This is an optimization exercise on Yosys and OpenROAD, whose aim is small area, not a production implementation. Where RTL was checked, it was by simulation tests only, not by an equivalence proof against the original. For run 1, only the layout was checked, not whether the RTL still works.

[design/flow/design.v]
module FA(a, b, c, s, co);
	input a, b, c;
	output s, co;
	assign s  = a ^ b ^ c;
	assign co = (a & b) | (a & c) | (b & c);
endmodule
module HA(a, b, s, co);
	input a, b;
	output s, co;
	assign s  = a ^ b;
	assign co = a & b;
endmodule
module ALU_wrapper( clk, reset, ABCmd_i, LoadA_i, LoadB_i, LoadCmd_i, ACC_o, Done_o);
	input clk;
	input reset;
	input LoadA_i;
	input LoadB_i;
	input LoadCmd_i;
	input [7:0] ABCmd_i;
	output [7:0] ACC_o;
	output Done_o;
	reg [7:0] rA, rB, ACC_o;
	wire [3:0] op  = ABCmd_i[3:0];
	wire       CI  = ABCmd_i[4];
	wire       shr = ABCmd_i[5];
	wire       BCD = ABCmd_i[6];
	wire       MUL = ABCmd_i[7];
	reg [2:0] state;
	wire RO      = ~state[1];
	wire LoadA   = ~state[2] &  state[1] & ~state[0];
	wire LoadB   =  state[0];
	wire LoadCmd =  state[2] &  state[1];
	assign Done_o = state[2] & ~state[1];
	wire nA = (RO & ~LoadCmd_i & ~LoadB_i & LoadA_i) | (LoadA & ~LoadB_i & ~LoadCmd_i) |
	          (LoadB & LoadA_i) | (LoadCmd & LoadA_i);
	wire nB = (RO & ~LoadCmd_i & LoadB_i) | (LoadA & LoadB_i) |
	          (LoadB & ~LoadA_i & ~LoadCmd_i) | (LoadCmd & ~LoadA_i & LoadB_i);
	wire nC = (RO & LoadCmd_i) | (LoadA & ~LoadB_i & LoadCmd_i) | (LoadB & ~LoadA_i & LoadCmd_i);
	wire nO = LoadCmd & ~LoadA_i & ~LoadB_i;
	always @(posedge clk or posedge reset)
		if (reset)
			state <= 3'b000;
		else
			state <= {nC | nO, nA | nB | nC, nB};
	always @(posedge clk or posedge reset)
		if (reset) begin
			rA <= 0;
			rB <= 0;
		end else begin
			if (LoadA) rA <= ABCmd_i;
			if (LoadB) rB <= ABCmd_i;
		end
	reg  [7:0] lg;
	wire       lg8 = shr & rA[0];
	reg  [7:0] op2;
	wire       cin = CI & ~shr & ~(op[3] & op[2]);
	wire [7:0] u  = shr ? {CI, rA[7:1]} : rA;
	wire [1:0] k  = shr ? 2'b11 : op[1:0];
	wire       ke = ~(k[1] ^ k[0]);
	always @* begin
		lg  = ({8{~k[0]}} & ~u & rB) | (u & ({8{ke}} | (rB ^ {8{k[1]}})));
		case (op[3:2])
		    2'b00: op2 = rB;
		    2'b01: op2 = ~rB;
		    2'b10: op2 = lg;
		    2'b11: op2 = 8'd0;
		endcase
	end
	wire [7:0] s;
	wire c1, c2, c3, c5, c6, c7;
	FA u_a0(.a(lg[0]), .b(op2[0]), .c(cin), .s(s[0]), .co(c1));
	FA u_a1(.a(lg[1]), .b(op2[1]), .c(c1),  .s(s[1]), .co(c2));
	FA u_a2(.a(lg[2]), .b(op2[2]), .c(c2),  .s(s[2]), .co(c3));
	wire t3  = lg[3] ^ op2[3];
	wire g3  = lg[3] & op2[3];
	assign s[3] = t3 ^ c3;
	wire s21 = s[2] | s[1];
	wire HC0 = g3 | (BCD & t3 & s21);
	wire HC1 = g3 | t3 | (BCD & ~t3 & s21);
	wire HC  = c3 ? HC1 : HC0;
	FA u_a4(.a(lg[4]), .b(op2[4]), .c(HC),  .s(s[4]), .co(c5));
	FA u_a5(.a(lg[5]), .b(op2[5]), .c(c5),  .s(s[5]), .co(c6));
	FA u_a6(.a(lg[6]), .b(op2[6]), .c(c6),  .s(s[6]), .co(c7));
	wire t7  = lg[7] ^ op2[7];
	wire g7  = lg[7] & op2[7];
	assign s[7] = t7 ^ c7;
	wire s65 = s[6] | s[5];
	wire CO0 = (lg8 ^ g7) | (BCD & t7 & s65);
	wire CO1 = (lg8 ^ (g7 | t7)) | (BCD & ~t7 & s65);
	wire CO  = c7 ? CO1 : CO0;
	wire V0  = rA[7] ^ op2[7] ^ CO0 ^ t7;
	wire V1  = rA[7] ^ op2[7] ^ CO1 ^ ~t7;
	wire AV  = c7 ? V1 : V0;
	wire AN  = s[7];
	wire AZ  = ~|s;
	reg mc_hi;
	wire pp0_0 = ~(rA[0] & rB[0]);
	wire pp0_1 = ~(rA[1] & rB[0]);
	wire pp0_2 = ~(rA[2] & rB[0]);
	wire pp0_3 = ~(rA[3] & rB[0]);
	wire pp0_4 = ~(rA[4] & rB[0]);
	wire pp0_5 = ~(rA[5] & rB[0]);
	wire pp0_6 = ~(rA[6] & rB[0]);
	wire pp0_7 = ~(rA[7] & rB[0]);
	wire pp1_0 = ~(rA[0] & rB[1]);
	wire pp1_1 = ~(rA[1] & rB[1]);
	wire pp1_2 = ~(rA[2] & rB[1]);
	wire pp1_3 = ~(rA[3] & rB[1]);
	wire pp1_4 = ~(rA[4] & rB[1]);
	wire pp1_5 = ~(rA[5] & rB[1]);
	wire pp1_6 = ~(rA[6] & rB[1]);
	wire pp1_7 = ~(rA[7] & rB[1]);
	wire pp2_0 = ~(rA[0] & rB[2]);
	wire pp2_1 = ~(rA[1] & rB[2]);
	wire pp2_2 = ~(rA[2] & rB[2]);
	wire pp2_3 = ~(rA[3] & rB[2]);
	wire pp2_4 = ~(rA[4] & rB[2]);
	wire pp2_5 = ~(rA[5] & rB[2]);
	wire pp2_6 = ~(rA[6] & rB[2]);
	wire pp2_7 = ~(rA[7] & rB[2]);
	wire pp3_0 = ~(rA[0] & rB[3]);
	wire pp3_1 = ~(rA[1] & rB[3]);
	wire pp3_2 = ~(rA[2] & rB[3]);
	wire pp3_3 = ~(rA[3] & rB[3]);
	wire pp3_4 = ~(rA[4] & rB[3]);
	wire pp3_5 = ~(rA[5] & rB[3]);
	wire pp3_6 = ~(rA[6] & rB[3]);
	wire pp3_7 = ~(rA[7] & rB[3]);
	wire pp4_0 = ~(rA[0] & rB[4]);
	wire pp4_1 = ~(rA[1] & rB[4]);
	wire pp4_2 = ~(rA[2] & rB[4]);
	wire pp4_3 = ~(rA[3] & rB[4]);
	wire pp4_4 = ~(rA[4] & rB[4]);
	wire pp4_5 = ~(rA[5] & rB[4]);
	wire pp4_6 = ~(rA[6] & rB[4]);
	wire pp4_7 = ~(rA[7] & rB[4]);
	wire pp5_0 = ~(rA[0] & rB[5]);
	wire pp5_1 = ~(rA[1] & rB[5]);
	wire pp5_2 = ~(rA[2] & rB[5]);
	wire pp5_3 = ~(rA[3] & rB[5]);
	wire pp5_4 = ~(rA[4] & rB[5]);
	wire pp5_5 = ~(rA[5] & rB[5]);
	wire pp5_6 = ~(rA[6] & rB[5]);
	wire pp5_7 = ~(rA[7] & rB[5]);
	wire pp6_0 = ~(rA[0] & rB[6]);
	wire pp6_1 = ~(rA[1] & rB[6]);
	wire pp6_2 = ~(rA[2] & rB[6]);
	wire pp6_3 = ~(rA[3] & rB[6]);
	wire pp6_4 = ~(rA[4] & rB[6]);
	wire pp6_5 = ~(rA[5] & rB[6]);
	wire pp6_6 = ~(rA[6] & rB[6]);
	wire pp6_7 = ~(rA[7] & rB[6]);
	wire pp7_0 = ~(rA[0] & rB[7]);
	wire pp7_1 = ~(rA[1] & rB[7]);
	wire pp7_2 = ~(rA[2] & rB[7]);
	wire pp7_3 = ~(rA[3] & rB[7]);
	wire pp7_4 = ~(rA[4] & rB[7]);
	wire pp7_5 = ~(rA[5] & rB[7]);
	wire pp7_6 = ~(rA[6] & rB[7]);
	wire pp7_7 = ~(rA[7] & rB[7]);
	wire ms0 = ~(pp0_6 ^ pp1_5);
	wire mc0 = pp0_6 | pp1_5;
	wire ms1, mc1;
	FA u_m1(.a(pp0_7), .b(pp1_6), .c(pp2_5), .s(ms1), .co(mc1));
	wire ms2 = ~(pp3_4 ^ pp4_3);
	wire mc2 = pp3_4 | pp4_3;
	wire ms3, mc3;
	FA u_m3(.a(pp1_7), .b(pp2_6), .c(pp3_5), .s(ms3), .co(mc3));
	wire ms4 = ~(pp4_4 ^ pp5_3);
	wire mc4 = pp4_4 | pp5_3;
	wire ms5, mc5;
	FA u_m5(.a(pp2_7), .b(pp3_6), .c(pp4_5), .s(ms5), .co(mc5));
	wire ms6 = ~(pp0_4 ^ pp1_3);
	wire mc6 = pp0_4 | pp1_3;
	wire ms7, mc7;
	FA u_m7(.a(pp0_5), .b(pp1_4), .c(pp2_3), .s(ms7), .co(mc7));
	wire ms8 = ~(pp3_2 ^ pp4_1);
	wire mc8 = pp3_2 | pp4_1;
	wire ms9, mc9;
	FA u_m9(.a(ms0), .b(pp2_4), .c(pp3_3), .s(ms9), .co(mc9));
	wire ms10, mc10;
	FA u_m10(.a(pp4_2), .b(pp5_1), .c(pp6_0), .s(ms10), .co(mc10));
	wire ms11, mc11;
	FA u_m11(.a(mc0), .b(ms1), .c(ms2), .s(ms11), .co(mc11));
	wire ms12, mc12;
	FA u_m12(.a(pp5_2), .b(pp6_1), .c(pp7_0), .s(ms12), .co(mc12));
	wire ms13, mc13;
	FA u_m13(.a(mc1), .b(mc2), .c(ms3), .s(ms13), .co(mc13));
	wire ms14, mc14;
	FA u_m14(.a(ms4), .b(pp6_2), .c(pp7_1), .s(ms14), .co(mc14));
	wire ms15, mc15;
	FA u_m15(.a(mc3), .b(mc4), .c(ms5), .s(ms15), .co(mc15));
	wire ms16, mc16;
	FA u_m16(.a(pp5_4), .b(pp6_3), .c(pp7_2), .s(ms16), .co(mc16));
	wire ms17, mc17;
	FA u_m17(.a(mc5), .b(pp3_7), .c(pp4_6), .s(ms17), .co(mc17));
	wire ms18, mc18;
	FA u_m18(.a(pp5_5), .b(pp6_4), .c(pp7_3), .s(ms18), .co(mc18));
	wire ms19, mc19;
	FA u_m19(.a(pp4_7), .b(pp5_6), .c(pp6_5), .s(ms19), .co(mc19));
	wire ms20 = ~(pp0_3 ^ pp1_2);
	wire mc20 = pp0_3 | pp1_2;
	wire ms21, mc21;
	FA u_m21(.a(ms6), .b(pp2_2), .c(pp3_1), .s(ms21), .co(mc21));
	wire ms22, mc22;
	FA u_m22(.a(mc6), .b(ms7), .c(ms8), .s(ms22), .co(mc22));
	wire ms23, mc23;
	FA u_m23(.a(mc7), .b(mc8), .c(ms9), .s(ms23), .co(mc23));
	wire ms24, mc24;
	FA u_m24(.a(mc9), .b(mc10), .c(ms11), .s(ms24), .co(mc24));
	wire ms25, mc25;
	FA u_m25(.a(mc11), .b(mc12), .c(ms13), .s(ms25), .co(mc25));
	wire ms26, mc26;
	FA u_m26(.a(mc13), .b(mc14), .c(ms15), .s(ms26), .co(mc26));
	wire ms27, mc27;
	FA u_m27(.a(mc15), .b(mc16), .c(ms17), .s(ms27), .co(mc27));
	wire ms28, mc28;
	FA u_m28(.a(mc17), .b(mc18), .c(ms19), .s(ms28), .co(mc28));
	wire ms29, mc29;
	FA u_m29(.a(mc19), .b(pp5_7), .c(pp6_6), .s(ms29), .co(mc29));
	wire ms30 = ~(pp0_2 ^ pp1_1);
	wire mc30 = pp0_2 | pp1_1;
	wire ms31, mc31;
	FA u_m31(.a(ms20), .b(pp2_1), .c(pp3_0), .s(ms31), .co(mc31));
	wire ms32, mc32;
	FA u_m32(.a(mc20), .b(ms21), .c(pp4_0), .s(ms32), .co(mc32));
	wire ms33, mc33;
	FA u_m33(.a(mc21), .b(ms22), .c(pp5_0), .s(ms33), .co(mc33));
	wire ms34, mc34;
	FA u_m34(.a(mc22), .b(ms23), .c(ms10), .s(ms34), .co(mc34));
	wire ms35, mc35;
	FA u_m35(.a(mc23), .b(ms24), .c(ms12), .s(ms35), .co(mc35));
	wire ms36, mc36;
	FA u_m36(.a(mc24), .b(ms25), .c(ms14), .s(ms36), .co(mc36));
	wire ms37, mc37;
	FA u_m37(.a(mc25), .b(ms26), .c(ms16), .s(ms37), .co(mc37));
	wire ms38, mc38;
	FA u_m38(.a(mc26), .b(ms27), .c(ms18), .s(ms38), .co(mc38));
	wire ms39, mc39;
	FA u_m39(.a(mc27), .b(ms28), .c(pp7_4), .s(ms39), .co(mc39));
	wire ms40, mc40;
	FA u_m40(.a(mc28), .b(ms29), .c(pp7_5), .s(ms40), .co(mc40));
	wire ms41, mc41;
	FA u_m41(.a(mc29), .b(pp6_7), .c(pp7_6), .s(ms41), .co(mc41));
	wire ms42 = ~(pp0_1 ^ pp1_0);
	wire mc42 = pp0_1 | pp1_0;
	wire ms43, mc43;
	FA u_m43(.a(ms30), .b(pp2_0), .c(mc42), .s(ms43), .co(mc43));
	wire ms44, mc44;
	FA u_m44(.a(mc30), .b(ms31), .c(mc43), .s(ms44), .co(mc44));
	wire ms45, mc45;
	FA u_m45(.a(mc31), .b(ms32), .c(mc44), .s(ms45), .co(mc45));
	wire ms46, mc46;
	FA u_m46(.a(mc32), .b(ms33), .c(mc45), .s(ms46), .co(mc46));
	wire ms47, mc47;
	FA u_m47(.a(mc33), .b(ms34), .c(mc46), .s(ms47), .co(mc47));
	wire ms48, mc48;
	FA u_m48(.a(mc34), .b(ms35), .c(mc47), .s(ms48), .co(mc48));
	wire mc_lo = mc48;
	wire ms49, mc49;
	FA u_m49(.a(mc35), .b(ms36), .c(mc_hi), .s(ms49), .co(mc49));
	wire ms50, mc50;
	FA u_m50(.a(mc36), .b(ms37), .c(mc49), .s(ms50), .co(mc50));
	wire ms51, mc51;
	FA u_m51(.a(mc37), .b(ms38), .c(mc50), .s(ms51), .co(mc51));
	wire mc_la = ~((~(mc37 | ms38)) | ((~(mc37 & ms38)) & (~(mc36 | ms37))) | ((~(mc37 & ms38)) & (~(mc36 & ms37)) & (~(mc35 | ms36))) | ((~(mc37 & ms38)) & (~(mc36 & ms37)) & (~(mc35 & ms36)) & ~mc_hi));
	wire ms52, mc52;
	FA u_m52(.a(mc38), .b(ms39), .c(mc_la), .s(ms52), .co(mc52));
	wire ms53, mc53;
	FA u_m53(.a(mc39), .b(ms40), .c(mc52), .s(ms53), .co(mc53));
	wire ms54, mc54;
	FA u_m54(.a(mc40), .b(ms41), .c(mc53), .s(ms54), .co(mc54));
	wire ms55, mc55;
	FA u_m55(.a(mc41), .b(pp7_7), .c(mc54), .s(ms55), .co(mc55));
	wire [15:0] mult_out = ~{mc55, ms55, ms54, ms53, ms52, ms51, ms50, ms49, ms48, ms47, ms46, ms45, ms44, ms43, ms42, pp0_0};
	always @(posedge clk)
		mc_hi <= mc_lo;
	wire eL = LoadCmd & MUL;
	wire eH8 = Done_o & MUL;
	wire eS = LoadCmd & ~MUL;
	wire eF = Done_o & ~MUL;
	wire eH = ~LoadCmd & ~Done_o;
	wire [7:0] acc_d = ({8{eL}} & mult_out[7:0]) | ({8{eH8}} & mult_out[15:8]) | ({8{eS}} & s) |
	                   ({8{eF}} & {3'b000, CO, AV, AZ, AN, HC}) | ({8{eH}} & ACC_o);
	always @(posedge clk or posedge reset)
		if (reset)
			ACC_o <= 0;
		else
			ACC_o <= acc_d;
endmodule
[design/flow/flow/run.sh]
#!/bin/bash
# Own layout flow: the standard ORFS flow, except that
#  - synthesis maps the design's FA/HA adder modules straight onto the
#    sky130 fa_1/ha_1 cells (flow/my_synth.tcl), and
#  - port buffers are the smallest buffer (buf_1).
# Each tool's output goes to a log file of its own in this folder.
set -euo pipefail
W=$(pwd)
F=$W/flow
# same make call as standard.sh, with our synthesis script
sed "s#SYNTH_SCRIPT=[^ ]*#SYNTH_SCRIPT=$F/my_synth.tcl#" standard.sh > my_standard.sh
grep -q "SYNTH_SCRIPT=$F/my_synth.tcl" my_standard.sh
# my_synth.tcl = synth_recipe.tcl with our own synth wrapper in place of its first line
{ echo "source $F/synth_pre.tcl"; tail -n +2 synth_recipe.tcl; } > $F/my_synth.tcl
export MY_FLOW_DIR=$F
if [[ -f $F/env.sh ]]; then source $F/env.sh; fi
bash my_standard.sh synth > synth.log 2>&1
bash my_standard.sh > layout.log 2>&1
[design/flow/flow/abc3.script]
strash
ifraig
dc2
dch -f
map -a
mfs2
strash
dch -f
map -a
topo
[design/flow/flow/adder_map.v]
module FA(a, b, c, s, co);
	input a, b, c;
	output s, co;
	sky130_fd_sc_hd__fa_1 _TECHMAP_REPLACE_ (.A(a), .B(b), .CIN(c), .SUM(s), .COUT(co));
endmodule

module HA(a, b, s, co);
	input a, b;
	output s, co;
	sky130_fd_sc_hd__ha_1 _TECHMAP_REPLACE_ (.A(a), .B(b), .SUM(s), .COUT(co));
endmodule
[design/flow/flow/env.sh]
export BUFFER_PORTS_ARGS="-buffer_cell sky130_fd_sc_hd__buf_1"
export MY_NO_EXTRACT_FA=1
export MY_ABC_SCRIPT=abc3.script
export SETUP_MOVE_SEQUENCE="unbuffer,sizeup,swap"
export CTS_ARGS="-sink_clustering_enable -repair_clock_nets -dont_use_dummy_load"
[design/flow/flow/my_synth.tcl]
source /design/flow/flow/synth_pre.tcl
source $::env(SCRIPTS_DIR)/synth.tcl
# left out here: clear keep_hierarchy, flatten, clean up, hide names made inside functions, write 1_2_yosys.v
[design/flow/flow/synth_pre.tcl]
# Replaces the first line of synth_recipe.tcl (which wraps synth in -nofsm -noshare).
# Before the first synth call, the FA/HA adder modules of the design are mapped
# straight onto the platform's full/half adder cells, and ABC is given an
# area-oriented script.
proc synth {args} {
  if { ![info exists ::my_adders_mapped] } {
    set ::my_adders_mapped 1
    yosys proc
    yosys techmap -map $::env(MY_FLOW_DIR)/adder_map.v
    if { [info exists ::env(MY_NO_EXTRACT_FA)] } {
      unset ::env(ADDER_MAP_FILE)
    }
    if { [info exists ::env(MY_ABC_SCRIPT)] } {
      set i [lsearch -exact $::abc_args -script]
      lset ::abc_args [expr {$i + 1}] $::env(MY_FLOW_DIR)/$::env(MY_ABC_SCRIPT)
    }
  }
  yosys synth -nofsm -noshare {*}$args
}
[design/flow/standard.sh]
#!/bin/bash
# synth_recipe.tcl (not shown) runs the flow's synth.tcl, then flattens the netlist and writes it again
# the make line also repeats each setting of config.mk as NAME=value (left out here)
make -C /OpenROAD-flow-scripts/flow DESIGN_CONFIG=/design/flow/config.mk WORK_HOME=/design/flow/orfs CLKGATE_MAP_FILE= SYNTH_SCRIPT=/design/flow/synth_recipe.tcl "${@:-finish}"
[design/flow/config.mk]
export PLATFORM = sky130hd
export DESIGN_NAME = ALU_wrapper
export DESIGN_NICKNAME = ALU_wrapper
export VERILOG_FILES = /design/flow/design.v
export SDC_FILE = /design/flow/constraint.sdc
export NUM_CORES = 4
export LEC_CHECK = 0
export CAP_MARGIN = 20
export CORE_MARGIN = 2
export CORE_UTILIZATION = 40
export GPL_TIMING_DRIVEN = 0
export SLEW_MARGIN = 20
[design/flow/constraint.sdc]
create_clock -name core_clock -period 6.0 [get_ports {clk}]
set_input_delay 1.2000 -clock core_clock [delete_from_list [all_inputs] [get_ports {clk}]]
set_output_delay 1.2000 -clock core_clock [all_outputs]
set_load 0.01 [all_outputs]
==> summary.txt, run 1 <==
Status
  – Status: finished clean

Worst setup path
  – CP Launch Type: primary input
  – Required time worst endpoint: 6.23 ns
  – Setup crit end kind: flop
  – Crit path largest cell delay: 0.57 ns
  – Crit-path slowest cell: fa_1
  – CP top delay family: adder cells
  – Most used cell, CP: fa_2
  – Cell depth of the worst setup path: 26
  – Register-to-Register Path Depth: 22
  – CP Class: primary input to flop
  – Worst Path Buf+Inv: 3
  – Crit path max fanout: 23
  – Critical Path AT: 6.08 ns

Hold path
  – Hold Crit Depth: 2
  – Hold Crit Class: flop to flop

Clock network
  – Clock H-tree levels: 1
  – Clk latency of the worst-skew pair: 0.28 ns
  – CTS tree: yes
  – TritonCTS Sinks: 28
  – Max Buffers Root-to-Sink: 2
  – Root buf cell: clkbuf_8
  – Hold_buf cts: 0
  – CTS clk-pin slew, worst paths: 0.10 ns
  – Cts bufs inserted: 3

STA
  – Setup TNS: 0 ns
  – Final period util: 97.49%
  – Max frequency: 0.1710 GHz
  – Tmin final: 5.850 ns
  – Hold_ws: 0.4985 ns
  – Slew Limit Fails: 0
  – Slew Limit Headroom: 61.07%
  – Setup Viol. Count Final: 0
  – Final-report hold violation count: 0
  – RSZ-0062 raised after global routing: true
  – Worst slew pin tran: 0.5839 ns
  – Clock skew: 0.01096 ns

Cells and area
  – Area delta synth->final: 12.00%
  – Share of cells above drive strength 1: 7.692%
  – Ant. Diodes: 0
  – Layout Nets: 472
  – Fin area: 3537 um^2

Synthesis
  – Cell Area, Synth: 3158 um^2
  – Area leader, netlist: fa_1
  – Post-synth EDFFs: 0
  – Ys flop type: dfrtp_1
  – Yosys warnings: 1
  – Cell variety after synth: 25
  – Count leader, synth: nand2_1
  – Post-Syn Instances: 378
  – Most common library cells after synthesis: nand2_1, o21ai_0, fa_1
  – Ys async rst share: 96.43%
  – Seq cells post-synth: 28
  – Seq/Total Area, Yosys: 22.03%
  – Post-synth top area share: 34.23%
  – Net Count, Synth: 445
  – Synthesized area per cell: 8.355 um^2
  – Synth top area cells: fa_1, dfrtp_1, nand2_1, o21ai_0, clkinv_1

Detailed routing
  – Detail Route Antenna Nets: 0
  – DR pass1 iterations: 5
  – Via density: 5.762
  – Drc violations: 0
  – DR iter-0 viols: 267
  – Via count: 2910
  – WL/cell: 17.81 um
  – Final wirelength: 8.996 mm

Floorplan
  – Core area: 7687 um^2
  – I/O pin cnt: 22
  – DIE WIDTH: 92.86 um
  – Initial core utilization: 41.08%
  – Die Y: 92.86 um
  – FP Rows: 32
  – Die area: 8622 um^2

GRT
  – Grt ovf: 0
  – Tot GR Track Use: 21.83%
  – Vias in the first global route: 2889
  – Largest net degree at the start of global routing: 28
  – First-pass GRT wire length: 14.77 mm
  – Initial antenna violation count: 0

Placement
  – # port buffers: 21
  – Post-detail-place hpwl: 6.976 mm
  – Routability Congestion: 0.9713
  – DP Area: 3377 um^2

Run
  – Max-cap violations: 0
-- layer usage --
metal | track usage (%) | share of wire (%)
met1 | 32.12 | 47
met2 | 34.00 | 46
met3 | 3.499 | 5.2
met4 | 5.025 | 1.8
met5 | 0 | 0
-- area by class of cell --
| class | instances | area (um^2) |
|---|---|---|
| Fill cell | 794 | 4150 |
| Multi-Input combinational cell | 315 | 2432 |
| Sequential cell | 28 | 695.7 |
| Inverter | 35 | 136.4 |
| Tap cell | 102 | 127.6 |
| Timing Repair Buffer | 22 | 103.9 |
| Clock buffer | 3 | 41.29 |
-- worst register-to-register path, stage by stage (launching register included) --
cell      delay (ns)
dfrtp_1         0.66
clkinv_1        0.45
o21ai_4         0.27
o32ai_4         0.13
nand2_1         0.11
o21ai_2         0.07
fa_2            0.35
fa_2            0.38
fa_2            0.47
o21ai_2         0.13
o211ai_1        0.17
fa_2            0.40
fa_2            0.37
fa_1            0.57
nor2_2          0.06
nor2_2          0.12
nand2_1         0.08
nand3_2         0.07
o21ai_2         0.07
o21a_1          0.23
a21oi_2         0.15
o21ai_2         0.07
nand3_1         0.09
-- cell families (layout without fill, tap and decap cells) --
family,after synthesis,count (layout),synth area share [%]
compound gates,102,102,18.86
xor+xnor,3,3,0.8322
fa+ha+maj,54,54,34.23
buf+inv,35,60,4.160
flops,28,28,22.03
simple gates,156,156,19.89
-- cells in the final DEF, fill, tap and decap left out, types with 7 or more instances in the layout --
master / n
nand4_1: 7
fa_1: 49
dfrtp_1: 27
a21oi_1: 8
nand2_1: 107
o21ai_0: 53
nor2_1: 19
buf_1: 19
o22ai_1: 14
nand3_1: 8
clkinv_1: 31
-- per-stage QoR --
| step | utilization [%] | setup slack (ns) | std cells |
|---|---|---|---|
| floorplan | - | 0.02828 | 378 |
| global placement | 43.77 | -1.100 | 501 |
| detailed placement | 43.93 | -1.195 | 502 |
| CTS | 44.87 | 0.03612 | 505 |
| global route | 46.01 | -0.1181 | 505 |
| finish | 46.01 | 0.1504 | 505 |
-- final timing paths --
kind | from | end | slack [ns]
worst max register to register | rB[0]$_DFFE_PP0P_ | ACC_o[3]$_DFF_PP0_ | 0.48
worst min-delay path | ACC_o[3]$_DFF_PP0_ | ACC_o[3]$_DFF_PP0_ | 0.50
worst max-delay path | ABCmd_i[5] | ACC_o[3]$_DFF_PP0_ | 0.15
max in group asynchronous | reset | rA[6]$_DFFE_PP0P_ | 4.68
min in group asynchronous | reset | rB[7]$_DFFE_PP0P_ | 0.94
worst min register to register | ACC_o[3]$_DFF_PP0_ | ACC_o[3]$_DFF_PP0_ | 0.50
-- state kept, by name, summed over array words and instances, names as in the netlist --
name and flops:
rB 8, ACC_o 8, mc_hi 1, state 3
rA 8
-- timing repair --
action | in CTS | in global routing
pin swaps | 3 | 19
setup buffers | 0 | 0
hold endpoints to repair | 0 | 0
setup endpoints to repair | 6 | 3
resized for setup | 17 | 25
==> run 2, diff against run 1 <==
--- a/design/flow/design.v
+++ b/design/flow/design.v
@@ -55,9 +55,13 @@
 	reg  [7:0] op2;
 	wire       cin = CI & ~shr & ~(op[3] & op[2]);
-	wire [7:0] u  = shr ? {CI, rA[7:1]} : rA;
-	wire [1:0] k  = shr ? 2'b11 : op[1:0];
-	wire       ke = ~(k[1] ^ k[0]);
 	always @* begin
-		lg  = ({8{~k[0]}} & ~u & rB) | (u & ({8{ke}} | (rB ^ {8{k[1]}})));
+		case (op[1:0])
+		    2'b00: lg = rA | rB;
+		    2'b01: lg = rA & rB;
+		    2'b10: lg = rA ^ rB;
+		    2'b11: lg = rA;
+		endcase
+		if (shr)
+		    lg = {CI, rA[7:1]};
 		case (op[3:2])
 		    2'b00: op2 = rB;
==> run 2 against run 1 <==
Against the previous run: synthesized cell count fell by 3.2%; global-route usage down 0.73 points; critical path depth shrank 4; maximum frequency up 2.0%; register-to-register slack got worse by 0.09 ns; non-clock buffer count stayed put; sequential cell count stayed put; design area shrank 3.8%; sequential share of layout area rose by 0.77 points; largest cell class unchanged; highest routed layer unchanged.
==> summary.txt, run 2 <==
Status
  – Status: finished clean

Floorplan
  – Die Y: 92.33 um
  – Core area: 7647 um^2
  – I/O pin cnt: 22
  – DIE WIDTH: 92.33 um
  – Initial core utilization: 40.80%
  – FP Rows: 32
  – Die area: 8524 um^2

Clock network
  – Cts bufs inserted: 3
  – Clk latency of the worst-skew pair: 0.28 ns
  – Root buf cell: clkbuf_8
  – Post-CTS Setup Inserts: 0
  – Clock H-tree levels: 1
  – CTS tree: yes
  – TritonCTS Sinks: 28
  – Max Buffers Root-to-Sink: 2
  – Hold_buf cts: 0
  – CTS clk-pin slew, worst paths: 0.10 ns

STA
  – Hold_ws: 0.5485 ns
  – Tmin final: 5.736 ns
  – Setup Viol. Count Final: 0
  – Final WS setup: 0.2639 ns
  – RSZ-0062 raised after global routing: false
  – Setup TNS: 0 ns
  – Slew Limit Headroom: 56.39%
  – Clock skew: 0.004070 ns
  – Max frequency: 0.1743 GHz
  – Slew Limit Fails: 0
  – Final-report hold violation count: 0
  – Final period util: 95.60%
  – Worst slew pin tran: 0.6507 ns

Synthesis
  – Net Count, Synth: 433
  – Post-synth EDFFs: 0
  – Synth top area cells: fa_1, dfrtp_1, nand2_1, o21ai_0, nor2_1
  – Cell variety after synth: 23
  – Post-synth top area share: 34.64%
  – Seq cells post-synth: 28
  – Synthesized area per cell: 8.526 um^2
  – Ys flop type: dfrtp_1
  – Most common library cells after synthesis: nand2_1, fa_1, o21ai_0
  – Post-Syn Instances: 366
  – Cell Area, Synth: 3120 um^2
  – Area leader, netlist: fa_1
  – Ys async rst share: 96.43%
  – Seq/Total Area, Yosys: 22.29%
  – Yosys warnings: 1
  – Count leader, synth: nand2_1

Worst setup path
  – Critical Path AT: 5.89 ns
  – CP Launch Type: primary input
  – Crit-path slowest cell: fa_1
  – Setup crit end kind: flop
  – Crit path max fanout: 17
  – Crit path largest cell delay: 0.54 ns
  – Required time worst endpoint: 6.15 ns
  – Most used cell, CP: fa_1
  – CP Class: primary input to flop
  – Sequence of cells on the critical path: clkbuf_4, nor2_2, a21oi_1, nor2_1, o22ai_1, a22oi_1, nand2_1, fa_1, fa_1, fa_2, nor2_2, o311ai_1, fa_1, fa_1, fa_1, nor2_1, nor2_1, nor2_1, o211ai_1, o21ai_0, xor2_1, o221ai_1

Detailed routing
  – Drc violations: 0
  – Via density: 5.629
  – Final wirelength: 8.710 mm
  – DR pass1 iterations: 4
  – Via count: 2775
  – DR iter-0 viols: 154
  – WL/cell: 17.67 um
  – Detail Route Antenna Nets: 0

Cells and area
  – Area delta synth->final: 9.062%
  – Fin util: 44.50%
  – Commonest non-fill, non-tap cell in the layout: nand2_1
  – Layout Nets: 460
  – Ant. Diodes: 0
  – Share of cells above drive strength 1: 3.836%
  – Commonest cells after routing, fill and taps aside: nand2_1, fa_1, o21ai_0
  – Post-Layout Cell Count: 493
  – Largest registers: ACC_o: 8 flops, rA: 8 flops, rB: 8 flops

GRT
  – First-pass GRT wire length: 14.11 mm
  – Initial antenna violation count: 0
  – Largest net degree at the start of global routing: 28
  – Grt ovf: 0
  – Tot GR Track Use: 21.09%
  – Vias in the first global route: 2732

Placement
  – Routability Congestion: 0.9371
  – # port buffers: 21
  – Pre-CTS WS: -0.5330 ns
  – Post-detail-place hpwl: 6.958 mm
  – Cells after DPL: 490

Run
  – Max-cap violations: 0

Hold path
  – Hold Crit Class: flop to flop
[run 2: changes by cell type after synthesis, moves of 2 or more]
cell	before	now
a21oi_1	9	17
a22oi_1	6	13
clkinv_1	35	32
nand2_1	107	101
nand3_1	9	6
nand4_1	7	5
nor2_1	23	33
nor3_1	9	1
o21ai_0	58	40
o22ai_1	14	16
o32ai_1	2	0
xor2_1	2	5
[run 2: kinds of logic after synthesis]
group | count (synthesis) | synth area share [%]
flip-flops | 28 | 22.29
buffers and inverters | 32 | 3.849
XOR/XNOR | 5 | 1.403
AO/OA/AOI/OAI | 100 | 19.33
adder cells (fa/ha/maj) | 54 | 34.64
AND/OR/NAND/NOR | 147 | 18.48
[run 2: area by class of cell]
class                      instances  area (um^2)
clock buffer                       3        41.29
fill                             795         4244
inverter                          32        127.6
multi-input combinational        306         2317
sequential                        28        695.7
tap                              102        127.6
timing repair buffer              22        93.84
[run 2: worst paths after layout]
path	startpoint	cells after the start	end	slack, ns
worst max-delay path	ABCmd_i[0]	22	ACC_o[3]$_DFF_PP0_	0.26
worst min-delay path	ACC_o[3]$_DFF_PP0_	2	ACC_o[3]$_DFF_PP0_	0.55
worst max register to register	rB[0]$_DFFE_PP0P_	22	ACC_o[3]$_DFF_PP0_	0.39
worst min register to register	ACC_o[3]$_DFF_PP0_	2	ACC_o[3]$_DFF_PP0_	0.55
max in group asynchronous	reset	2	rB[5]$_DFFE_PP0P_	4.65
min in group asynchronous	reset	2	rA[6]$_DFFE_PP0P_	0.95
[run 2: what timing repair did]
action | 4_1_cts | 5_1_grt
resized for setup | 3 | 12
setup endpoints to repair | 1 | 2
pin swaps | 0 | 0
hold endpoints to repair | 0 | 0
[run 2: per-stage QoR]
stage	area, um^2
after floorplan	3120
after global placement	3327
after detailed placement	3339
after CTS	3385
after global routing	3403
final	3403
[run 2: worst max-delay path, delay by kind of cell]
kind / cells / cell delay (ns)
AO/OA/AOI/OAI: 7 / 0.94
XOR/XNOR: 1 / 0.15
adder cells (fa/ha/maj): 6 / 2.64
buffers and inverters: 1 / 0.20
AND/OR/NAND/NOR: 7 / 0.73
[run 2: per-layer routing]
| layer | up-vias | track usage (%) | part of all wire, % |
|---|---|---|---|
| li1 | 1312 | - | - |
| met1 | 1353 | 30.43 | 46 |
| met2 | 100 | 34.31 | 47 |
| met3 | 10 | 3.092 | 5.6 |
| met4 | 0 | 3.856 | 1.0 |
| met5 | - | 0 | 0 |
==> run 3, diff against run 2 <==
--- a/design/flow/config.mk
+++ b/design/flow/config.mk
@@ -8,5 +8,5 @@
 export CAP_MARGIN = 20
 export CORE_MARGIN = 2
-export CORE_UTILIZATION = 40
+export CORE_UTILIZATION = 35
 export GPL_TIMING_DRIVEN = 0
 export SLEW_MARGIN = 20
==> run 3 against run 2 <==
Against the previous run: still clean; first-iteration DRC count is 45% higher; critical path depth stayed put; die area is 14% higher; clock skew is 0.0076 ns higher; design area is 0.85% higher; sequential cell count stayed put; final cell count is 1.2% higher.
==> summary.txt, run 3 <==
Cells and area
  – Fin util: 39.55%
  – Largest registers: ACC_o: 8 flops, rA: 8 flops, rB: 8 flops
  – Fin area: 3432 um^2
  – Area delta synth->final: 9.984%
  – Share of cells above drive strength 1: 4.348%
  – Filler cells: 887
  – Ant. Diodes: 0
  – Commonest non-fill, non-tap cell in the layout: nand2_1
  – Layout Nets: 460
  – Reg area: 695.7 um^2
  – Multi-input logic area: 2342 um^2
  – Commonest cells after routing, fill and taps aside: nand2_1, fa_1, o21ai_0

Detailed routing
  – DR pass1 iterations: 5
  – Detail Route Antenna Nets: 0
  – Via count: 2775
  – Drc violations: 0
  – WL/cell: 17.34 um
  – DR iter-0 viols: 224
  – Via density: 5.561
  – Final wirelength: 8.651 mm

Clock network
  – Cts bufs inserted: 3
  – CTS tree: yes
  – TritonCTS Sinks: 28
  – Clk latency of the worst-skew pair: 0.28 ns
  – Max Buffers Root-to-Sink: 2
  – Hold_buf cts: 0
  – Clock H-tree levels: 1
  – Root buf cell: clkbuf_8
  – CTS clk-pin slew, worst paths: 0.10 ns

Hold path
  – Hold Crit Class: flop to flop

Synthesis
  – Cell variety after synth: 23
  – Post-Syn Instances: 366
  – Ys async rst share: 96.43%
  – Cell Area, Synth: 3120 um^2
  – Net Count, Synth: 433
  – Synth top area cells: fa_1, dfrtp_1, nand2_1, o21ai_0, nor2_1
  – Area leader, netlist: fa_1
  – Largest family of logic cells by synthesized area: adder cells
  – Most common library cells after synthesis: nand2_1, fa_1, o21ai_0
  – Compound-Gate Fraction of Synth Area: 19.33%
  – Post-synth top area share: 34.64%
  – Seq/Total Area, Yosys: 22.29%
  – Seq cells post-synth: 28
  – Count leader, synth: nand2_1
  – Synth Area in Simple Gates: 18.48%
  – Xor/xnor share of the synthesized area: 1.403%
  – Yosys warnings: 1
  – Mux cell area share after synthesis: 0%
  – Post-synthesis adder-cell area fraction: 34.64%
  – Synthesized area per cell: 8.526 um^2
  – Post-synth EDFFs: 0
  – Ys flop type: dfrtp_1

Floorplan
  – FP Rows: 34
  – DIE WIDTH: 98.42 um
  – Die area: 9687 um^2
  – Initial core utilization: 35.96%
  – Die Y: 98.42 um
  – Core area: 8678 um^2
  – I/O pin cnt: 22

STA
  – RSZ-0062 raised after global routing: false
  – Slew Limit Fails: 0
  – Worst slew pin tran: 0.6570 ns
  – Slew Limit Headroom: 55.96%
  – Tmin final: 5.694 ns
  – Final period util: 94.91%
  – Max frequency: 0.1756 GHz
  – Final-report hold violation count: 0
  – Setup Viol. Count Final: 0
  – Hold_ws: 0.5360 ns
  – Clock skew: 0.01164 ns

Worst setup path
  – Critical Path AT: 5.85 ns
  – Required time worst endpoint: 6.15 ns
  – Sequence of cells on the critical path: buf_2, clkinvlp_4, a21oi_1, nor2_1, o22ai_1, a22oi_1, nand2_1, fa_1, fa_2, fa_2, nor2_4, o311ai_2, fa_1, fa_2, fa_1, nor2_1, nor2_1, nor2_1, o211ai_1, o21ai_1, xor2_1, o221ai_1
  – Crit path max fanout: 9
  – CP top delay family: adder cells
  – CP Launch Type: primary input
  – CP Class: primary input to flop
  – Crit path largest cell delay: 0.57 ns
  – Worst Path Buf+Inv: 2
  – Crit-path slowest cell: fa_1
  – Setup crit end kind: flop
  – Most used cell, CP: nor2_1

GRT
  – First-pass GRT wire length: 14.15 mm
  – Vias in the first global route: 2720
  – Initial antenna violation count: 0
  – Largest net degree at the start of global routing: 28
  – Grt ovf: 0
  – Tot GR Track Use: 18.09%

Run
  – Max-cap violations: 0

Placement
  – Routability Congestion: 0.8858
  – DP Area: 3347 um^2
  – # port buffers: 21
  – Post-detail-place hpwl: 6.944 mm

Status
  – Status: finished clean
run 3: cell counts after synthesis:
Identical to the previous run, type by type.
run 3: cell type report:
cell class	instances	area share [%]
Sequential cell	28	20.27
Clock buffer	3	1.203
Tap cell	108	3.937
Timing Repair Buffer	22	2.661
Multi-Input combinational cell	306	68.25
Inverter	32	3.682
run 3: timing repair:
item | CTS | global route
endpoints found under the setup margin | 1 | 3
pin swaps | 0 | 3
gates resized for setup | 2 | 15
gates cloned | 0 | 0
setup buffers | 0 | 0
hold endpoints to repair | 0 | 0
run 3: layer usage:
layer	vias up	GRT usage, %	wire (um)
met3	16	1.986	395
met4	0	5.269	206
met2	97	28.31	3962
met1	1356	26.74	4087
met5	-	0	0
li1	1306	-	-
run 3: worst min-delay path, stage by stage (launching register included):
cell and delay (ns):
dfrtp_1 0.36, a221oi_1 0.08, o41ai_1 0.07
run 3: cell families after synthesis:
kind of cell / count (synthesis)
and+or+nand+nor: 147
adders and majority gates: 54
AOI/OAI and AO/OA: 100
buffers and inverters: 32
DFF: 28
xor gates and xnor gates: 5
run 3: stage by stage:
step	setup slack (ns)	TNS, ns	instances
2_1_floorplan	0.3515	0	366
3_3_place_gp	-0.4991	-0.8493	495
3_5_place_dp	-0.5499	-1.115	496
4_1_cts	0.02719	0	499
5_1_grt	0.03803	0	499
6_report	0.3056	0	499
run 3: worst paths after layout:
check	from	end	slack (ns)	depth (start not counted)
hold reg to reg	ACC_o[2]$_DFF_PP0_	ACC_o[2]$_DFF_PP0_	0.54	2
hold / removal	ACC_o[2]$_DFF_PP0_	ACC_o[2]$_DFF_PP0_	0.54	2
setup reg to reg	rB[0]$_DFFE_PP0P_	ACC_o[3]$_DFF_PP0_	0.49	22
setup / recovery	ABCmd_i[1]	ACC_o[3]$_DFF_PP0_	0.31	22
max in group asynchronous	reset	rA[2]$_DFFE_PP0P_	4.67	2
min in group asynchronous	reset	ACC_o[2]$_DFF_PP0_	0.95	2
==> run 4, diff against run 3 <==
--- a/design/flow/config.mk
+++ b/design/flow/config.mk
@@ -8,5 +8,5 @@
 export CAP_MARGIN = 20
 export CORE_MARGIN = 2
-export CORE_UTILIZATION = 35
+export CORE_UTILIZATION = 45
 export GPL_TIMING_DRIVEN = 0
 export SLEW_MARGIN = 20
==> run 4 against run 3 <==
Against the previous run: still clean on timing, DRC and antenna; synthesized area stayed put; register-to-register slack worse by 0.06 ns; first-iteration DRC count down 4.0%; critical path type unchanged; highest routed layer unchanged.
==> summary.txt, run 4 <==
Status
  – Status: finished clean

Synthesis
  – Count leader, synth: nand2_1
  – Area leader, netlist: fa_1
  – Synth Area in Simple Gates: 18.48%
  – Largest family of logic cells by synthesized area: adder cells
  – Ys flop type: dfrtp_1
  – Most common library cells after synthesis: nand2_1, fa_1, o21ai_0
  – Compound-Gate Fraction of Synth Area: 19.33%
  – Mux cell area share after synthesis: 0%
  – Synthesized area per cell: 8.526 um^2
  – Seq cells post-synth: 28
  – Seq/Total Area, Yosys: 22.29%
  – Yosys warnings: 1
  – Ys async rst share: 96.43%
  – Net Count, Synth: 433
  – Post-synth top area share: 34.64%
  – Synth top area cells: fa_1, dfrtp_1, nand2_1, o21ai_0, nor2_1
  – Post-synthesis adder-cell area fraction: 34.64%
  – Cell Area, Synth: 3120 um^2
  – Cell variety after synth: 23
  – Post-Syn Instances: 366
  – Post-synth EDFFs: 0
  – Xor/xnor share of the synthesized area: 1.403%

STA
  – Final period util: 94.90%
  – Slew Limit Fails: 0
  – RSZ-0062 raised after global routing: false
  – Worst slew pin tran: 0.6554 ns
  – Final-report hold violation count: 0
  – Setup Viol. Count Final: 0
  – Slew Limit Headroom: 56.07%
  – Max frequency: 0.1756 GHz
  – Tmin final: 5.694 ns
  – Clock skew: 0.009376 ns
  – Hold_ws: 0.5369 ns

Clock network
  – Clk latency of the worst-skew pair: 0.28 ns
  – Clock H-tree levels: 1
  – Post-CTS Setup Inserts: 0
  – Cts bufs inserted: 3
  – CTS clk-pin slew, worst paths: 0.10 ns
  – TritonCTS Sinks: 28
  – CTS tree: yes
  – Hold_buf cts: 0
  – Max Buffers Root-to-Sink: 2
  – Root buf cell: clkbuf_8

Worst setup path
  – Crit path max fanout: 9
  – Setup crit start: ABCmd_i[1]
  – Worst r2r src: rB[0]$_DFFE_PP0P_
  – Critical Path AT: 5.85 ns
  – Required time worst endpoint: 6.15 ns
  – CP Launch Type: primary input
  – CP Class: primary input to flop
  – Setup crit end kind: flop

Placement
  – Routability Congestion: 0.8901
  – DP Area: 3312 um^2
  – # port buffers: 21
  – Post-detail-place hpwl: 6.868 mm
  – Cells after DPL: 468

Cells and area
  – Largest registers: ACC_o: 8 flops, rA: 8 flops, rB: 8 flops
  – Area delta synth->final: 8.621%
  – Commonest non-fill, non-tap cell in the layout: nand2_1
  – Commonest cells after routing, fill and taps aside: nand2_1, fa_1, o21ai_0
  – Fin util: 50.17%
  – Multi-input logic area: 2332 um^2
  – Post-Layout Cell Count: 471
  – Fin area: 3390 um^2
  – Reg area: 695.7 um^2
  – Share of cells above drive strength 1: 4.348%
  – Ant. Diodes: 0
  – Layout Nets: 460
  – Filler cells: 665

Floorplan
  – FP Rows: 30
  – Die Y: 87.28 um
  – I/O pin cnt: 22
  – DIE WIDTH: 87.28 um
  – Die area: 7617 um^2
  – Initial core utilization: 46.19%
  – Core area: 6756 um^2

Run
  – Max-cap violations: 0

GRT
  – Largest net degree at the start of global routing: 28
  – Grt ovf: 0
  – Initial antenna violation count: 0
  – Vias in the first global route: 2789
  – First-pass GRT wire length: 14.27 mm
  – Tot GR Track Use: 24.33%

Detailed routing
  – Via count: 2784
  – DR WL met3: 648 um
  – Detail Route Antenna Nets: 0
  – Wire length on met1: 3.992 mm
  – DR pass1 iterations: 5
  – WL/cell: 18.09 um
  – DR iter-0 viols: 215
  – WL met2: 3.734 mm
  – Drc violations: 0
  – Via density: 5.911
  – Top routing layer used: met4
  – Final wirelength: 8.519 mm

Hold path
  – Beginning of the worst hold path: ACC_o[4]$_DFF_PP0_
  – Hold Crit Class: flop to flop
## run 4: cell counts after synthesis
Identical to the previous run, type by type.
## run 4: layer usage
layer / track usage [%] / vias up
met5: 0 / -
met3: 4.076 / 12
met2: 37.88 / 134
li1: - / 1305
met4: 4.336 / 0
met1: 36.34 / 1333
## run 4: metrics by stage
| stage | worst slack, ns | setup TNS, ns |
|---|---|---|
| after CTS | 0.03189 | 0 |
| after global routing | 0.01114 | 0 |
| after floorplan | 0.3515 | 0 |
| after detailed placement | -0.5944 | -1.207 |
| final | 0.3059 | 0 |
| after global placement | -0.5031 | -0.8905 |
## run 4: timing repair
item                       in CTS  in global routing
pin swaps                       0                  2
setup endpoints to repair       1                  2
resized for setup               5                 11
## run 4: final timing paths
check                      depth (start not counted)  slack (ns)            endpoint
max                                               22        0.31  ACC_o[3]$_DFF_PP0_
min                                                2        0.54  ACC_o[4]$_DFF_PP0_
max reg2reg                                       22        0.43  ACC_o[3]$_DFF_PP0_
min reg2reg                                        2        0.54  ACC_o[4]$_DFF_PP0_
max in group asynchronous                          2        4.67   rA[1]$_DFFE_PP0P_
min in group asynchronous                          2        0.95   rA[7]$_DFFE_PP0P_
## run 4: critical path, stage by stage
cell and delay, ns:
buf_2 0.18, clkinv_2 0.15, a21oi_1 0.08, nor2_1 0.09, o22ai_1 0.11, a22oi_1 0.16, nand2_1 0.09, fa_1 0.41
fa_1 0.41, fa_2 0.48, nor2_2 0.15, o311ai_1 0.16, fa_2 0.37, fa_1 0.38, fa_1 0.55, nor2_1 0.08
nor2_1 0.12, nor2_1 0.05, o211ai_1 0.21, o21ai_1 0.11, xor2_1 0.16, o221ai_1 0.12
## run 4: kinds of logic after synthesis
kind of cell               count (synthesis)
buffers and inverters                     32
and+or+nand+nor                          147
adders and majority gates                 54
xor gates and xnor gates                   5
DFF                                       28
AOI/OAI and AO/OA                        100
## run 4: area by class of cell
class / count / share of cell area [%]
Clock buffer: 3 / 1.218
Inverter: 32 / 3.728
Multi-Input combinational cell: 306 / 68.81
Sequential cell: 28 / 20.52
Tap cell: 80 / 2.953
Timing Repair Buffer: 22 / 2.769
==> run 5, diff against run 4 <==
==> design/flow/flow/env.sh (replaced) <==
export BUFFER_PORTS_ARGS="-buffer_cell sky130_fd_sc_hd__buf_1"
export MY_NO_EXTRACT_FA=1
export MY_ABC_SCRIPT=abc3.script
export CTS_ARGS="-sink_clustering_enable -repair_clock_nets -dont_use_dummy_load"
--- a/design/flow/config.mk
+++ b/design/flow/config.mk
@@ -8,5 +8,5 @@
 export CAP_MARGIN = 20
 export CORE_MARGIN = 2
-export CORE_UTILIZATION = 45
+export CORE_UTILIZATION = 40
 export GPL_TIMING_DRIVEN = 0
 export SLEW_MARGIN = 20
==> run 5 against run 4 <==
Against the previous run: count of clock-buffer cells in the layout unchanged; highest routed layer unchanged; synthesized area unchanged; still clean on timing, DRC and antenna; sequential cell count unchanged; critical path type unchanged.
==> summary.txt, run 5 <==
Placement
  – DP Area: 3339 um^2
  – Cells after DPL: 490
  – Pre-CTS WS: -0.5330 ns
  – Routability Congestion: 0.9371
  – Post-detail-place hpwl: 6.958 mm
  – # port buffers: 21

GRT
  – M1 GR Usage: 30.43%
  – Vias in the first global route: 2732
  – Largest net degree at the start of global routing: 28
  – Met3 Use GR: 3.092%
  – First-pass GRT wire length: 14.11 mm
  – Initial antenna violation count: 0
  – Most Crowded Layer GR: met2
  – Grt ovf: 0
  – GR Util met2: 34.31%
  – Tot GR Track Use: 21.09%

Worst setup path
  – CP Class: primary input to flop
  – Crit-path slowest cell: fa_1
  – Register-to-Register Path Depth: 22
  – Critical Path End: ACC_o[3]$_DFF_PP0_
  – Sequence of cells on the critical path: clkbuf_4, nor2_2, a21oi_1, nor2_1, o22ai_1, a22oi_1, nand2_1, fa_1, fa_1, fa_2, nor2_2, o311ai_1, fa_1, fa_1, fa_1, nor2_1, nor2_1, nor2_1, o211ai_1, o21ai_0, xor2_1, o221ai_1
  – Required time worst endpoint: 6.15 ns
  – Reg2reg end: ACC_o[3]$_DFF_PP0_
  – Crit path largest cell delay: 0.54 ns
  – Worst r2r src: rB[0]$_DFFE_PP0P_
  – Critical Path AT: 5.89 ns
  – Setup crit start: ABCmd_i[0]
  – CP Launch Type: primary input
  – Setup crit end kind: flop
  – Crit path max fanout: 17
  – Most used cell, CP: fa_1
  – Reg2reg setup slack: 0.39 ns

Detailed routing
  – DR iter-0 viols: 154
  – Detail Route Antenna Nets: 0
  – Via density: 5.629
  – DR pass1 iterations: 4
  – Final wirelength: 8.710 mm
  – WL/cell: 17.67 um
  – Via count: 2775
  – Drc violations: 0

Synthesis
  – Cell Area, Synth: 3120 um^2
  – Area leader, netlist: fa_1
  – Synth top area cells: fa_1, dfrtp_1, nand2_1, o21ai_0, nor2_1
  – Post-synth top area share: 34.64%
  – Seq cells post-synth: 28
  – Ys async rst share: 96.43%
  – Count leader, synth: nand2_1
  – Ys flop type: dfrtp_1
  – Yosys warnings: 1
  – Net Count, Synth: 433
  – Most common library cells after synthesis: nand2_1, fa_1, o21ai_0
  – Post-Syn Instances: 366
  – Seq/Total Area, Yosys: 22.29%
  – Post-synth EDFFs: 0
  – Synthesized area per cell: 8.526 um^2
  – Cell variety after synth: 23

STA
  – Clock skew: 0.004070 ns
  – Slew Limit Headroom: 56.39%
  – Hold_ws: 0.5485 ns
  – RSZ-0062 raised after global routing: false
  – Final-report hold violation count: 0
  – Worst slew pin tran: 0.6507 ns
  – Final period util: 95.60%
  – Tmin final: 5.736 ns
  – Final WS setup: 0.2639 ns
  – Setup Viol. Count Final: 0
  – Max frequency: 0.1743 GHz
  – Setup TNS: 0 ns
  – Slew Limit Fails: 0

Cells and area
  – Post-Layout Cell Count: 493
  – Area delta synth->final: 9.062%
  – Ant. Diodes: 0
  – Commonest cells after routing, fill and taps aside: nand2_1, fa_1, o21ai_0
  – Largest registers: ACC_o: 8 flops, rA: 8 flops, rB: 8 flops
  – Filler cells: 795
  – Commonest non-fill, non-tap cell in the layout: nand2_1
  – Share of cells above drive strength 1: 3.836%
  – Fin area: 3403 um^2
  – Fin util: 44.50%
  – Layout Nets: 460

Clock network
  – TritonCTS Sinks: 28
  – CTS clk-pin slew, worst paths: 0.10 ns
  – Post-CTS Setup Inserts: 0
  – Root buf cell: clkbuf_8
  – Cts bufs inserted: 3
  – Hold_buf cts: 0
  – Clock H-tree levels: 1
  – Clk latency of the worst-skew pair: 0.28 ns
  – CTS tree: yes
  – Max Buffers Root-to-Sink: 2

Hold path
  – Hold Crit Class: flop to flop

Floorplan
  – Core area: 7647 um^2
  – DIE WIDTH: 92.33 um
  – FP Rows: 32
  – Initial core utilization: 40.80%
  – I/O pin cnt: 22
  – Die Y: 92.33 um
  – Die area: 8524 um^2

Run
  – Max-cap violations: 0

Status
  – Status: finished clean
run 5: cell type report:
type / count / area [um^2] / area share, %
flip-flops and latches: 28 / 695.7 / 20.44
multi-input cells: 306 / 2317 / 68.09
repair buffers: 22 / 93.84 / 2.757
well taps: 102 / 127.6 / 3.750
clock buffers: 3 / 41.29 / 1.213
inverters: 32 / 127.6 / 3.750
run 5: worst min-delay path by stage:
stage / start / to / slack, ns / cells after the start
finish: ACC_o[3]$_DFF_PP0_ / ACC_o[3]$_DFF_PP0_ / 0.55 / 2
global route: ACC_o[2]$_DFF_PP0_ / ACC_o[2]$_DFF_PP0_ / 0.59 / 2
CTS: ACC_o[2]$_DFF_PP0_ / ACC_o[2]$_DFF_PP0_ / 0.55 / 2
detailed placement: ACC_o[2]$_DFF_PP0_ / ACC_o[2]$_DFF_PP0_ / 0.52 / 2
global placement: ACC_o[4]$_DFF_PP0_ / ACC_o[4]$_DFF_PP0_ / 0.52 / 2
floorplan: ACC_o[2]$_DFF_PP0_ / ACC_o[2]$_DFF_PP0_ / 0.55 / 2
run 5: kinds of logic after synthesis:
logic type | synth area share (%)
simple gates | 18.48
compound gates | 19.33
fa+ha+maj | 34.64
buf+inv | 3.849
flops | 22.29
xor+xnor | 1.403
run 5: critical path: cells and delay by family:
kind | cells | cell delay [ns]
and+or+nand+nor | 7 | 0.73
adders and majority gates | 6 | 2.64
AOI/OAI and AO/OA | 7 | 0.94
xor gates and xnor gates | 1 | 0.15
buffers and inverters | 1 | 0.20
run 5: metal layers:
metal | part of all wire [%] | wire [um]
met1 | 46 | 4040
met2 | 47 | 4091
met3 | 5.6 | 487
met4 | 1.0 | 90
met5 | 0 | 0
run 5: timing repair:
action                     4_1_cts  5_1_grt
setup endpoints to repair        1        2
pin swaps                        0        0
resized for setup                3       12
cloned                           0        0
hold endpoints to repair         0        0
==> run 6, diff against run 5 <==
==> design/flow/flow/env.sh (replaced) <==
export BUFFER_PORTS_ARGS="-buffer_cell sky130_fd_sc_hd__buf_1"
export MY_NO_EXTRACT_FA=1
export MY_ABC_SCRIPT=abc3.script
export SETUP_MOVE_SEQUENCE="sizeup,swap"
export CTS_ARGS="-sink_clustering_enable -repair_clock_nets -dont_use_dummy_load"
==> run 6 against run 5 <==
Against the previous run: critical endpoint unchanged; synthesized area stayed put; final cell count stayed put; sequential cell count stayed put; setup slack stayed put; still clean; worst hold slack stayed put; core utilization stayed put; design area stayed put; register-to-register slack hardly changed.
==> summary.txt, run 6 <==
Placement
  – Routability Congestion: 0.9371
  – Post-detail-place hpwl: 6.958 mm
  – # port buffers: 21
  – Cells after DPL: 490

Worst setup path
  – Crit-path slowest cell: fa_1
  – CP Class: primary input to flop
  – Setup crit end kind: flop
  – Most used cell, CP: fa_1
  – Required time worst endpoint: 6.15 ns
  – Crit path largest cell delay: 0.54 ns
  – Crit path max fanout: 17
  – CP Launch Type: primary input
  – Reg2reg setup slack: 0.39 ns
  – Sequence of cells on the critical path: clkbuf_4, nor2_2, a21oi_1, nor2_1, o22ai_1, a22oi_1, nand2_1, fa_1, fa_1, fa_2, nor2_2, o311ai_1, fa_1, fa_1, fa_1, nor2_1, nor2_1, nor2_1, o211ai_1, o21ai_0, xor2_1, o221ai_1
  – Critical Path AT: 5.89 ns

Synthesis
  – Ys flop type: dfrtp_1
  – Synthesized area per cell: 8.526 um^2
  – Cell Area, Synth: 3120 um^2
  – Cell variety after synth: 23
  – Synth top area cells: fa_1, dfrtp_1, nand2_1, o21ai_0, nor2_1
  – Post-synth top area share: 34.64%
  – Net Count, Synth: 433
  – Most common library cells after synthesis: nand2_1, fa_1, o21ai_0
  – Post-synth EDFFs: 0
  – Ys async rst share: 96.43%
  – Area leader, netlist: fa_1
  – Post-Syn Instances: 366
  – Seq cells post-synth: 28
  – Count leader, synth: nand2_1
  – Yosys warnings: 1
  – Seq/Total Area, Yosys: 22.29%

Detailed routing
  – Drc violations: 0
  – Detail Route Antenna Nets: 0
  – WL/cell: 17.67 um
  – DR iter-0 viols: 154
  – Via density: 5.629
  – Via count: 2775
  – Final wirelength: 8.710 mm
  – DR pass1 iterations: 4

Clock network
  – Hold_buf cts: 0
  – Root buf cell: clkbuf_8
  – Post-CTS Setup Inserts: 0
  – Clock H-tree levels: 1
  – Cts bufs inserted: 3
  – Max Buffers Root-to-Sink: 2
  – Clk latency of the worst-skew pair: 0.28 ns
  – CTS clk-pin slew, worst paths: 0.10 ns
  – TritonCTS Sinks: 28
  – CTS tree: yes

STA
  – Final period util: 95.60%
  – Slew Limit Headroom: 56.39%
  – Max frequency: 0.1743 GHz
  – Setup Viol. Count Final: 0
  – Final-report hold violation count: 0
  – Tmin final: 5.736 ns
  – Slew Limit Fails: 0
  – Setup TNS: 0 ns
  – Clock skew: 0.004070 ns
  – Worst slew pin tran: 0.6507 ns
  – Hold_ws: 0.5485 ns
  – RSZ-0062 raised after global routing: false

Floorplan
  – Core area: 7647 um^2
  – I/O pin cnt: 22
  – Initial core utilization: 40.80%
  – FP Rows: 32
  – DIE WIDTH: 92.33 um
  – Die area: 8524 um^2
  – Die Y: 92.33 um

Cells and area
  – Share of cells above drive strength 1: 3.836%
  – Area delta synth->final: 9.062%
  – Commonest cells after routing, fill and taps aside: nand2_1, fa_1, o21ai_0
  – Largest registers: ACC_o: 8 flops, rA: 8 flops, rB: 8 flops
  – Commonest non-fill, non-tap cell in the layout: nand2_1
  – Post-Layout Cell Count: 493
  – Layout Nets: 460
  – Ant. Diodes: 0

GRT
  – Initial antenna violation count: 0
  – Largest net degree at the start of global routing: 28
  – Tot GR Track Use: 21.09%
  – First-pass GRT wire length: 14.11 mm
  – Vias in the first global route: 2732
  – Grt ovf: 0

Hold path
  – Hold Crit Class: flop to flop

Run
  – Max-cap violations: 0

Status
  – Status: finished clean
-- run 6: cell counts after synthesis --
No cell type changed its count.
-- run 6: metrics by stage --
| step | cell area [um^2] | utilization [%] | setup slack [ns] |
|---|---|---|---|
| after floorplan | 3120 | - | 0.3515 |
| after global placement | 3327 | 43.50 | -0.4740 |
| after detailed placement | 3339 | 43.67 | -0.5330 |
| after CTS | 3385 | 44.26 | 0.03950 |
| after global routing | 3403 | 44.50 | 0.01202 |
| final | 3403 | 44.50 | 0.2639 |
-- run 6: area by class of cell --
class                           instances  area (um^2)
Clock buffer                            3        41.29
Fill cell                             795         4244
Inverter                               32        127.6
Multi-Input combinational cell        306         2317
Sequential cell                        28        695.7
Tap cell                              102        127.6
Timing Repair Buffer                   22        93.84
-- run 6: final timing paths --
path                       depth (start not counted)                  to               start
max                                               22  ACC_o[3]$_DFF_PP0_          ABCmd_i[0]
min                                                2  ACC_o[3]$_DFF_PP0_  ACC_o[3]$_DFF_PP0_
max reg2reg                                       22  ACC_o[3]$_DFF_PP0_   rB[0]$_DFFE_PP0P_
min reg2reg                                        2  ACC_o[3]$_DFF_PP0_  ACC_o[3]$_DFF_PP0_
max in group asynchronous                          2   rB[5]$_DFFE_PP0P_               reset
min in group asynchronous                          2   rA[6]$_DFFE_PP0P_               reset
-- run 6: timing repair --
action | 4_1_cts | 5_1_grt
endpoints found under the setup margin | 1 | 2
gates resized for setup | 3 | 12
pin swaps | 0 | 0
-- run 6: metal layers --
layer	share of wire [%]	up-vias	global-route usage [%]
met4	1.0	0	3.856
met1	46	1353	30.43
li1	-	1312	-
met2	47	100	34.31
met3	5.6	10	3.092
met5	0	-	0
-- run 6: kinds of logic after synthesis --
kind of cell | Yosys count | share of synthesized area (%)
AND/OR/NAND/NOR | 147 | 18.48
AO/OA/AOI/OAI | 100 | 19.33
adder cells (fa/ha/maj) | 54 | 34.64
buffers and inverters | 32 | 3.849
flip-flops | 28 | 22.29
XOR/XNOR | 5 | 1.403
-- run 6: worst max-delay path: cells and delay by family --
family	cells	cell delay, ns
adder cells (fa/ha/maj)	6	2.64
AO/OA/AOI/OAI	7	0.94
AND/OR/NAND/NOR	7	0.73
buffers and inverters	1	0.20
XOR/XNOR	1	0.15

[separate check: timing with driven ports]
The results above use ideal ports. As a check the final layouts listed here were re-extracted and re-timed, cells and wires unchanged. Step 1, drivers: a clkbuf_16 drives clk and a buf_2 each remaining input, both assumed. Step 2, shift: input delay + t, output delay - t, t = (earliest + latest rising clock arrival at the registers) / 2. This alone moves slack from input paths to output paths. a / b / c = ideal ports / drivers / drivers and shift; a / b = the first two.
| run | t (ns) | setup WS [ns] | worst register clock-pin slew, ns | worst slew at a driven data input, ns | pins driven straight from the clock port |
|---|---|---|---|---|---|
| run 1 | 0.305 | 0.150 / 0.133 / -0.172 | 0.10 / 0.10 | 0.06 | 1 |
| run 2 | 0.300 | 0.264 / 0.264 / -0.036 | 0.10 / 0.10 | 0.03 | 1 |
| run 3 | 0.300 | 0.306 / 0.311 / 0.011 | 0.10 / 0.10 | 0.03 | 1 |
| run 4 | 0.302 | 0.306 / 0.316 / 0.014 | 0.10 / 0.10 | 0.03 | 1 |
| run 5 | 0.300 | 0.264 / 0.264 / -0.036 | 0.10 / 0.10 | 0.03 | 1 |
| run 6 | 0.300 | 0.264 / 0.264 / -0.036 | 0.10 / 0.10 | 0.03 | 1 |
Met with ideal ports but missed after step 2: setup timing in run 1, run 2, run 5 and run 6. The setup slack of run 1, which loses most, moves by -0.017 ns with the drivers and by -0.322 ns with both steps.
